This design comes from an exercise in tuning for small area on the open sky130 flow, not from production work.
Only simulation tests tie the RTL to the original design; equivalence was not proved.
No activity file was given, so power comes from the tool's default toggle rates. The clock port is modelled as an ideal driver; clocking choices that lean on that would not hold on a real chip.

v6:
==> flow/design.v (excerpt) <==
module vacc (
	clk,
	ce,
	rst,
	acc_n,
	data_in,
	sync,
	trig,
	data_out,
	we,
	addr
);
export LEC_CHECK = 0
export CAP_MARGIN = 20
export CORE_MARGIN = 2
export CORE_UTILIZATION = 40
export CTS_BUF_LIST = sky130_fd_sc_hd__clkbuf_16
export CTS_CLUSTER_DIAMETER = 100
export CTS_CLUSTER_SIZE = 30
export SLEW_MARGIN = 20
create_clock -name core_clock -period 8.0 [get_ports {clk}]
standard.sh (not shown) runs the stock make flow with config.mk's settings and CLKGATE_MAP_FILE= SYNTH_SCRIPT=/design/flow/synth_recipe.tcl, a recipe that flattens the netlist after the stock synthesis.
==> flow/flow/run.sh <==
#!/bin/bash
# Layout flow: the standard layout (standard.sh), with two changes made
# through the ORFS variables the standard scripts read:
#  - the input and output ports get a sky130_fd_sc_hd__buf_1 buffer each
#    (the standard flow picks a larger delay buffer);
#  - clock tree synthesis uses clkbuf_16 buffers on sink clusters of up to 30
#    flip-flops within 100 um, and inserts no dummy loads.
# The whole make output goes to flow_make.log in this folder; ORFS keeps each
# step's own log under orfs/logs/.
set -euo pipefail
export BUFFER_PORTS_ARGS="-buffer_cell sky130_fd_sc_hd__buf_1"
export CTS_ARGS="-sink_clustering_enable -repair_clock_nets -sink_clustering_size 33 -sink_clustering_max_diameter 100 -buf_list sky130_fd_sc_hd__clkbuf_16 -dont_use_dummy_load"
bash standard.sh > flow_make.log 2>&1
Edits applied to the flow inputs when going from v6 to v7:
-- flow/flow/run.sh --
<<< v6, line 12
export CTS_ARGS="-sink_clustering_enable -repair_clock_nets -sink_clustering_size 33 -sink_clustering_max_diameter 100 -buf_list sky130_fd_sc_hd__clkbuf_16 -dont_use_dummy_load"
>>> v7, line 12
export CTS_ARGS="-sink_clustering_enable -repair_clock_nets -sink_clustering_size 30 -sink_clustering_max_diameter 100 -buf_list sky130_fd_sc_hd__clkbuf_16 -dont_use_dummy_load"
### Flow results
- Compared with v6, v7 shows routed length on met1 that has gone up slightly.
- Taking v6 as the reference, in v7 number of nets produced by synthesis was more or less identical, worst setup margin was more or less identical, fraction of standard cell area in multi-input logic was more or less identical, switching power share of the total was more or less identical.

========
build 82:
vacc, a different RTL version from the one above (not shown whole).
Size: about 2000 cells after synthesis, about 1400 flip-flops, about 120 I/O pins.
==> flow/config.mk <==
export PLATFORM = sky130hd
export DESIGN_NAME = vacc
export DESIGN_NICKNAME = vacc
export VERILOG_FILES = /design/flow/design.v
export SDC_FILE = /design/flow/constraint.sdc
export NUM_CORES = 4
export LEC_CHECK = 0
export CAP_MARGIN = 20
export CORE_MARGIN = 2
export CORE_UTILIZATION = 40
export CTS_BUF_LIST = sky130_fd_sc_hd__clkbuf_16
export CTS_CLUSTER_DIAMETER = 100
export CTS_CLUSTER_SIZE = 30
export SLEW_MARGIN = 20
==> flow/constraint.sdc <==
create_clock -name core_clock -period 8.0 [get_ports {clk}]
set_input_delay 1.6000 -clock core_clock [delete_from_list [all_inputs] [get_ports {clk}]]
set_output_delay 1.6000 -clock core_clock [all_outputs]
set_load 0.01 [all_outputs]
==> flow/flow/run.sh <==
#!/bin/bash
# Layout flow: the standard layout (standard.sh), with two changes made
# through the ORFS variables the standard scripts read:
#  - the input and output ports get a sky130_fd_sc_hd__buf_1 buffer each
#    (the standard flow picks a larger delay buffer);
#  - clock tree synthesis uses clkbuf_16 buffers on sink clusters of up to 30
#    flip-flops within 100 um, and inserts no dummy loads.
# The whole make output goes to flow_make.log in this folder; ORFS keeps each
# step's own log under orfs/logs/.
set -euo pipefail
export BUFFER_PORTS_ARGS="-buffer_cell sky130_fd_sc_hd__buf_1"
export CTS_ARGS="-sink_clustering_enable -repair_clock_nets -sink_clustering_size 30 -sink_clustering_max_diameter 100 -buf_list {sky130_fd_sc_hd__clkbuf_8 sky130_fd_sc_hd__clkbuf_16} -dont_use_dummy_load"
bash standard.sh > flow_make.log 2>&1
Build 82 finished end to end and its layout was clean on timing, DRC and antenna.
> inputs changed (build 82 -> build 45)
Settings: clearing CTS_CLUSTER_DIAMETER, which used to be 100; putting PLACE_DENSITY at 0.9 where nothing was set; clearing CTS_BUF_LIST, which used to be sky130_fd_sc_hd__clkbuf_16; clearing CTS_CLUSTER_SIZE, which used to be 30.
-- flow/flow/run.sh --
<<< build 82, line 6
#  - clock tree synthesis uses clkbuf_16 buffers on sink clusters of up to 30
>>> build 45, line 6
#  - clock tree synthesis uses clkbuf_16 buffers on sink clusters of up to 33
<<< build 82, line 12
export CTS_ARGS="-sink_clustering_enable -repair_clock_nets -sink_clustering_size 30 -sink_clustering_max_diameter 100 -buf_list {sky130_fd_sc_hd__clkbuf_8 sky130_fd_sc_hd__clkbuf_16} -dont_use_dummy_load"
>>> build 45, line 12
export CTS_ARGS="-sink_clustering_enable -repair_clock_nets -sink_clustering_size 33 -sink_clustering_max_diameter 100 -buf_list sky130_fd_sc_hd__clkbuf_16 -dont_use_dummy_load"
### Flow results
Build 45: all stages complete, timing, DRC and antenna checks passed. Relative to build 82, build 45 improves total power. When the final numbers for build 82 and build 45 were put side by side, the number of antenna diodes turned out to be smaller in build 82. Build 45 vs build 82: first-iteration DRC count up in build 45.
Setup changes, build 45 to build 65
-- flow/flow/run.sh --
<<< build 45, line 6
#  - clock tree synthesis uses clkbuf_16 buffers on sink clusters of up to 33
>>> build 65, line 6
#  - clock tree synthesis uses clkbuf_16 buffers on sink clusters of up to 30
<<< build 45, line 12
export CTS_ARGS="-sink_clustering_enable -repair_clock_nets -sink_clustering_size 33 -sink_clustering_max_diameter 100 -buf_list sky130_fd_sc_hd__clkbuf_16 -dont_use_dummy_load"
>>> build 65, line 12
export CTS_ARGS="-sink_clustering_enable -repair_clock_nets -sink_clustering_size 30 -sink_clustering_max_diameter 100 -buf_list sky130_fd_sc_hd__clkbuf_16 -dont_use_dummy_load"
Build 65 finished end to end and its layout was clean on timing, DRC and antenna. Build 45 did not stop at any stage, and its layout met the timing, DRC and antenna checks. As far as footprint of the flip-flops and latches goes, build 45 and build 65 are indistinguishable; the numbers are identical. Cmp build 65 vs build 45: leakage power higher in build 65. | maximum operating frequency | build 65 vs build 45 | ≈ equal |.
Modified inputs, build 42 compared to build 65
Settings: setting CTS_CLUSTER_SIZE to 30 for the first time; removing PLACE_DENSITY (formerly 0.9); setting CTS_BUF_LIST to sky130_fd_sc_hd__clkbuf_16 for the first time; setting CTS_CLUSTER_DIAMETER to 100 for the first time.
==> comparison <==
Having completed the whole flow, build 42 delivered a layout that passed the timing, DRC and antenna checks.
Summary of build 42 over build 65: cell-internal power comparable; number of fill cells in the layout picked up an extra 301; power picked up an extra 0.038 mW; power drawn by the sequential cells stayed essentially flat; number of hold-slack violations in the final timing report stayed essentially flat.
On number of instances in the placed design, build 65 and build 42 are basically level.
For build 65, the most congested layer reported by global routing was met2, unlike build 42, where it was met1.
The final design instance area without fill of build 65 and that of build 42 are within noise of each other.
Note that the length of routed met2 wiring recorded for build 42 amounts to 0.886 times the value seen in build 65.

========
vacc, a different RTL version from the one above (not shown whole).
For scale: about 2400 cells after synthesis, about 120 I/O pins, roughly 48000 um2 of cells after synthesis.
// vacc
module vacc (
	clk,
	ce,
	rst,
	acc_n,
	data_in,
	sync,
	trig,
	data_out,
	we,
	addr
);
	parameter integer VECTOR_WIDTH = 5;
	parameter integer INPUT_WIDTH = 36;
	parameter integer OUTPUT_WIDTH = 40;
	localparam integer N = 2 ** VECTOR_WIDTH;
	localparam integer W = OUTPUT_WIDTH;
	input wire clk;
	input wire ce;
	input wire rst;
	input wire [31:0] acc_n;
	input wire [INPUT_WIDTH - 1:0] data_in;
	input wire sync;
	input wire trig;
	output reg [OUTPUT_WIDTH - 1:0] data_out;
	output reg we;
	output reg [VECTOR_WIDTH - 1:0] addr;
	localparam [2:0] S_WAIT_SYNC = 3'd0;
	localparam [2:0] S_WAIT_TRIG = 3'd1;
	localparam [2:0] S_WAIT_START = 3'd2;
	localparam [2:0] S_ACC = 3'd3;
	localparam [2:0] S_DRAIN = 3'd4;
	reg [2:0] state;
	reg [VECTOR_WIDTH - 1:0] data_addr;
	reg [VECTOR_WIDTH - 1:0] last_addr;
	reg [VECTOR_WIDTH - 1:0] acc_addr;
	reg [VECTOR_WIDTH - 1:0] out_addr;
	reg [31:0] accumulations;
	reg [INPUT_WIDTH - 1:0] last_data_in;
	wire in_acc = state == S_ACC;
	wire in_drain = state == S_DRAIN;
	wire start = data_addr == (N - 1);
	wire finish = addr == (N - 1);
	wire acc_done = accumulations == acc_n;
	always @(posedge clk)
		if (rst)
			data_addr <= 0;
		else if (ce && (state != S_WAIT_SYNC))
			data_addr <= data_addr + 1'b1;
	always @(posedge clk)
		if (rst)
			state <= S_WAIT_SYNC;
		else if (ce)
			case (state)
				S_WAIT_SYNC: if (sync) state <= S_WAIT_TRIG;
				S_WAIT_TRIG: if (trig) state <= S_WAIT_START;
				S_WAIT_START: if (start) state <= S_ACC;
				S_ACC: if (acc_done) state <= S_DRAIN;
				S_DRAIN: if (finish) state <= S_WAIT_TRIG;
				default: state <= state;
			endcase
	always @(posedge clk)
		if (rst) begin
			last_addr <= 0;
			acc_addr <= 0;
			out_addr <= 0;
		end
  ...
export LEC_CHECK = 0
export CAP_MARGIN = 20
export CORE_MARGIN = 2
export CORE_UTILIZATION = 40
export CTS_BUF_LIST = sky130_fd_sc_hd__clkbuf_8
export CTS_CLUSTER_SIZE = 30
export SLEW_MARGIN = 20
create_clock -name core_clock -period 8.0 [get_ports {clk}]
run.sh (not shown) runs the stock make flow with config.mk's settings and CLKGATE_MAP_FILE= SYNTH_SCRIPT=/design/flow/synth_recipe.tcl, a recipe that flattens the netlist after the stock synthesis.
Stock flow here: none of the scripts above is used.
Next try:
Settings changed: CTS_BUF_LIST sky130_fd_sc_hd__clkbuf_8 to not set, CTS_CLUSTER_SIZE 30 to not set.
Outcome: Hold slack hardly moves; synthesized area does not change; global-route usage drops by 0.23 points; setup slack gets better by 30 ps; clock skew fell by 11 ps; die area does not change; final area came out higher slightly; cell count came out lower by a few percent; first-iteration DRC count rose by a few percent.

========
Another version of the RTL of vacc (not shown whole).
Size in the first run: about 1400 flip-flops, about 45000 sq um of cells after synthesis.
Settings: LEC_CHECK=0, CAP_MARGIN=0, CORE_MARGIN=2, CORE_UTILIZATION=40, SLEW_MARGIN=0; clock period 8.0 ns.
standard.sh (not shown) runs the stock make flow with config.mk's settings and CLKGATE_MAP_FILE= SYNTH_SCRIPT=/design/flow/synth_recipe.tcl, a recipe that flattens the netlist after the stock synthesis.
==> flow/flow/run.sh <==
#!/bin/bash
# Layout flow: the standard layout (standard.sh), with two changes made
# through the ORFS variables the standard scripts read:
#  - the input and output ports get a sky130_fd_sc_hd__buf_1 buffer each
#    (the standard flow picks a larger delay buffer);
#  - clock tree synthesis uses clkbuf_16 buffers on sink clusters of up to 30
#    flip-flops within 100 um, and inserts no dummy loads.
# The whole make output goes to flow_make.log in this folder; ORFS keeps each
# step's own log under orfs/logs/.
set -euo pipefail
export BUFFER_PORTS_ARGS="-buffer_cell sky130_fd_sc_hd__buf_1"
export CTS_ARGS="-sink_clustering_enable -repair_clock_nets -sink_clustering_size 30 -sink_clustering_max_diameter 100 -buf_list sky130_fd_sc_hd__clkbuf_16 -dont_use_dummy_load"
bash standard.sh > flow_make.log 2>&1
Rerun with:
CAP_MARGIN = 20   (was 0)
CORE_UTILIZATION = 60   (was 40)
SLEW_MARGIN = 20   (was 0)
After rerunning: Routed wire length goes down by about 7%; first-iteration DRC count decreases by about 12%; die area came out lower by 33%; flip-flop and latch count does not change; combinational power decreases by about 3%; clock power goes down by about 3%; via count shrinks by 1.0%; total power falls by about 0.8%; global-route usage rose by 4.7 points; design area went down by 1.4%; hold slack improves by 10 ps.

========
Another version of the RTL of vacc (not shown whole).
Size: roughly 2100 cells after synthesis, about 1400 flip-flops, about 120 I/O pins.
Settings: LEC_CHECK=0, CAP_MARGIN=20, CORE_MARGIN=2, CORE_UTILIZATION=40, CTS_BUF_LIST=sky130_fd_sc_hd__clkbuf_16, CTS_CLUSTER_DIAMETER=100, CTS_CLUSTER_SIZE=24, SLEW_MARGIN=20; clock period 8.0 ns.
run.sh (not shown) runs the stock make flow with config.mk's settings and CLKGATE_MAP_FILE= SYNTH_SCRIPT=/design/flow/synth_recipe.tcl, a recipe that flattens the netlist after the stock synthesis.
Stock flow here: none of the scripts above is used.
The first run went through all stages and came out clean.
Next try:
==> flow/flow/run.sh (new file) <==
#!/bin/bash
# Layout flow: the standard layout (standard.sh), with two changes made
# through the ORFS variables the standard scripts read:
#  - the input and output ports get a sky130_fd_sc_hd__buf_1 buffer each
#    (the standard flow picks a larger delay buffer);
#  - clock tree synthesis uses clkbuf_16 buffers on sink clusters of up to 30
#    flip-flops within 100 um, and inserts no dummy loads.
# The whole make output goes to flow_make.log in this folder; ORFS keeps each
# step's own log under orfs/logs/.
set -euo pipefail
export BUFFER_PORTS_ARGS="-buffer_cell sky130_fd_sc_hd__buf_1"
export CTS_ARGS="-sink_clustering_enable -repair_clock_nets -sink_clustering_size 40 -sink_clustering_max_diameter 60 -buf_list sky130_fd_sc_hd__clkbuf_16 -dont_use_dummy_load"
bash standard.sh > flow_make.log 2>&1
==> flow/standard.sh (new file) <==
#!/bin/bash
# synth_recipe.tcl (not shown) runs the flow's synth.tcl, then flattens the netlist and writes it again
# the make line also repeats each setting of config.mk as NAME=value (left out here)
make -C /OpenROAD-flow-scripts/flow DESIGN_CONFIG=/design/flow/config.mk WORK_HOME=/design/flow/orfs CLKGATE_MAP_FILE= SYNTH_SCRIPT=/design/flow/synth_recipe.tcl "${@:-finish}"
- CTS_CLUSTER_SIZE: 24 -> 30
removed: flow/run.sh
Fmax came out lower by 0.63%.
Die area stays the same.
Worst setup slack degrades by 0.040 ns.
Non-clock buffer count went down by 1.
Clock skew rose by 0.051 ns.
Utilization decreases by 0.44 points.
Synthesized cell count does not change.
Power rises by 2.8%.
Worst hold slack loses 0.040 ns.

========
vacc, a different RTL version from the one above (not shown whole).
For scale: about 1400 flip-flops, roughly 120 I/O pins.
Design vacc, start of the top module:
module vacc (
	clk,
	ce,
	rst,
	acc_n,
	data_in,
	sync,
	trig,
	data_out,
	we,
	addr
);
	parameter integer VECTOR_WIDTH = 5;
	parameter integer INPUT_WIDTH = 36;
	parameter integer OUTPUT_WIDTH = 40;
	localparam integer N = 2 ** VECTOR_WIDTH;
	localparam integer W = OUTPUT_WIDTH;
	input wire clk;
	input wire ce;
	input wire rst;
	input wire [31:0] acc_n;
	input wire [INPUT_WIDTH - 1:0] data_in;
	input wire sync;
	input wire trig;
	output reg [OUTPUT_WIDTH - 1:0] data_out;
	output reg we;
	output reg [VECTOR_WIDTH - 1:0] addr;
	localparam [2:0] S_WAIT_SYNC = 3'd0;
	localparam [2:0] S_WAIT_TRIG = 3'd1;
	localparam [2:0] S_WAIT_START = 3'd2;
	localparam [2:0] S_ACC = 3'd3;
	localparam [2:0] S_DRAIN = 3'd4;
	reg [2:0] state;
	reg [VECTOR_WIDTH - 1:0] data_addr;
	reg stale_drain;
	reg [1:0] shifts;
	reg [31:0] accumulations;
	reg [INPUT_WIDTH - 1:0] last_data_in;
	wire in_acc = state == S_ACC;
	wire in_drain = state == S_DRAIN;
	wire start = data_addr == (N - 1);
	wire finish = addr == (N - 1);
	wire acc_done = accumulations == acc_n;
	always @(posedge clk)
		if (rst)
			data_addr <= 0;
		else if (ce && (state != S_WAIT_SYNC))
			data_addr <= data_addr + 1'b1;
	always @(posedge clk)
		if (rst)
			state <= S_WAIT_SYNC;
		else if (ce)
			case (state)
				S_WAIT_SYNC: if (sync) state <= S_WAIT_TRIG;
				S_WAIT_TRIG: if (trig) state <= S_WAIT_START;
				S_WAIT_START: if (start) state <= S_ACC;
				S_ACC: if (acc_done) state <= S_DRAIN;
  ...
clock: 8.0 ns
lec_check: 0
cap_margin: 20
core_margin: 2
core_utilization: 40
place_density: 0.85
slew_margin: 20
standard.sh (not shown) runs the stock make flow with config.mk's settings and CLKGATE_MAP_FILE= SYNTH_SCRIPT=/design/flow/synth_recipe.tcl, a recipe that flattens the netlist after the stock synthesis.
==> flow/flow/run.sh <==
#!/bin/bash
# Layout flow: the standard layout (standard.sh), with two changes made
# through the ORFS variables the standard scripts read:
#  - the input and output ports get a sky130_fd_sc_hd__buf_1 buffer each
#    (the standard flow picks a larger delay buffer);
#  - clock tree synthesis uses clkbuf_16 buffers on sink clusters of up to 30
#    flip-flops within 100 um, and inserts no dummy loads.
# The whole make output goes to flow_make.log in this folder; ORFS keeps each
# step's own log under orfs/logs/.
set -euo pipefail
export BUFFER_PORTS_ARGS="-buffer_cell sky130_fd_sc_hd__buf_1"
export CTS_ARGS="-sink_clustering_enable -repair_clock_nets -sink_clustering_size 36 -sink_clustering_max_diameter 100 -buf_list sky130_fd_sc_hd__clkbuf_16 -dont_use_dummy_load"
bash standard.sh > flow_make.log 2>&1
==> next run, changes <==
--- a/flow/flow/run.sh
+++ b/flow/flow/run.sh
@@ -11,3 +11,3 @@
 export BUFFER_PORTS_ARGS="-buffer_cell sky130_fd_sc_hd__buf_1"
-export CTS_ARGS="-sink_clustering_enable -repair_clock_nets -sink_clustering_size 36 -sink_clustering_max_diameter 100 -buf_list sky130_fd_sc_hd__clkbuf_16 -dont_use_dummy_load"
+export CTS_ARGS="-sink_clustering_enable -repair_clock_nets -sink_clustering_size 30 -sink_clustering_max_diameter 100 -buf_list sky130_fd_sc_hd__clkbuf_16 -dont_use_dummy_load"
 bash standard.sh > flow_make.log 2>&1
--- a/flow/config.mk
+++ b/flow/config.mk
@@ -10,3 +10,5 @@
 export CORE_UTILIZATION = 40
-export PLACE_DENSITY = 0.85
+export CTS_BUF_LIST = sky130_fd_sc_hd__clkbuf_16
+export CTS_CLUSTER_DIAMETER = 100
+export CTS_CLUSTER_SIZE = 30
 export SLEW_MARGIN = 20
=>
- utilization rises by 0.15 points
- routed wire length falls by 3.5%
- worst setup slack degrades by 0.0084 ns
- global-route usage falls by 0.29 points

==> afterwards: timing with drivers on the ports <==
The flow's constraints put no driver on any port. The routed layouts listed below were extracted and timed again, unchanged, in two steps.
Step 1: set_driving_cell puts a clkbuf_16 on clk and a buf_2 on each other input, an assumption about the parent block.
Step 2 adds t to the input delays and takes it off the output delays; t is the mean of the earliest and latest rising clock arrival at the registers after step 1. Input paths then give back, and output paths get back, about the clock's delay inside the block.
Three values: ideal ports, drivers, drivers and shift; two values: the first two.
run	t, ns	slack for setup (ns)	worst setup path at the end	worst register clock-pin slew, ns	worst slew at a driven data input, ns
v6	0.704	1.748 / 1.748 / 1.748	register to register	0.12 / 0.12	0.06
v7	0.712	1.750 / 1.750 / 1.750	register to register	0.11 / 0.11	0.06
build 82	0.712	0.919 / 0.967 / 0.255	input to register	0.11 / 0.11	0.14
build 45	0.687	0.803 / 0.848 / 0.161	input to register	0.12 / 0.12	0.18
build 65	0.682	0.789 / 0.833 / 0.150	input to register	0.11 / 0.11	0.19
build 42	0.712	0.919 / 0.967 / 0.255	input to register	0.11 / 0.11	0.14
the first run of note 3	0.893	2.419 / 2.360 / 2.360	input to output	0.07 / 0.07	0.08
the second run of note 3	0.784	2.448 / 2.387 / 2.387	input to output	0.06 / 0.06	0.07
the first run of note 4	0.688	1.283 / 1.283 / 1.283	register to register	0.12 / 0.12	0.05
the second run of note 4	0.679	1.769 / 1.770 / 1.770	register to register	0.12 / 0.12	0.07
the first run of note 5	0.699	1.581 / 1.581 / 1.581	register to register	0.10 / 0.10	0.06
the second run of note 5	0.709	1.540 / 1.540 / 1.540	register to register	0.11 / 0.11	0.11
the first run of note 6	0.683	1.682 / 1.682 / 1.682	register to register	0.13 / 0.13	0.06
the second run of note 6	0.693	1.673 / 1.673 / 1.673	register to register	0.11 / 0.11	0.08
After both steps setup and hold are still met in every run listed.
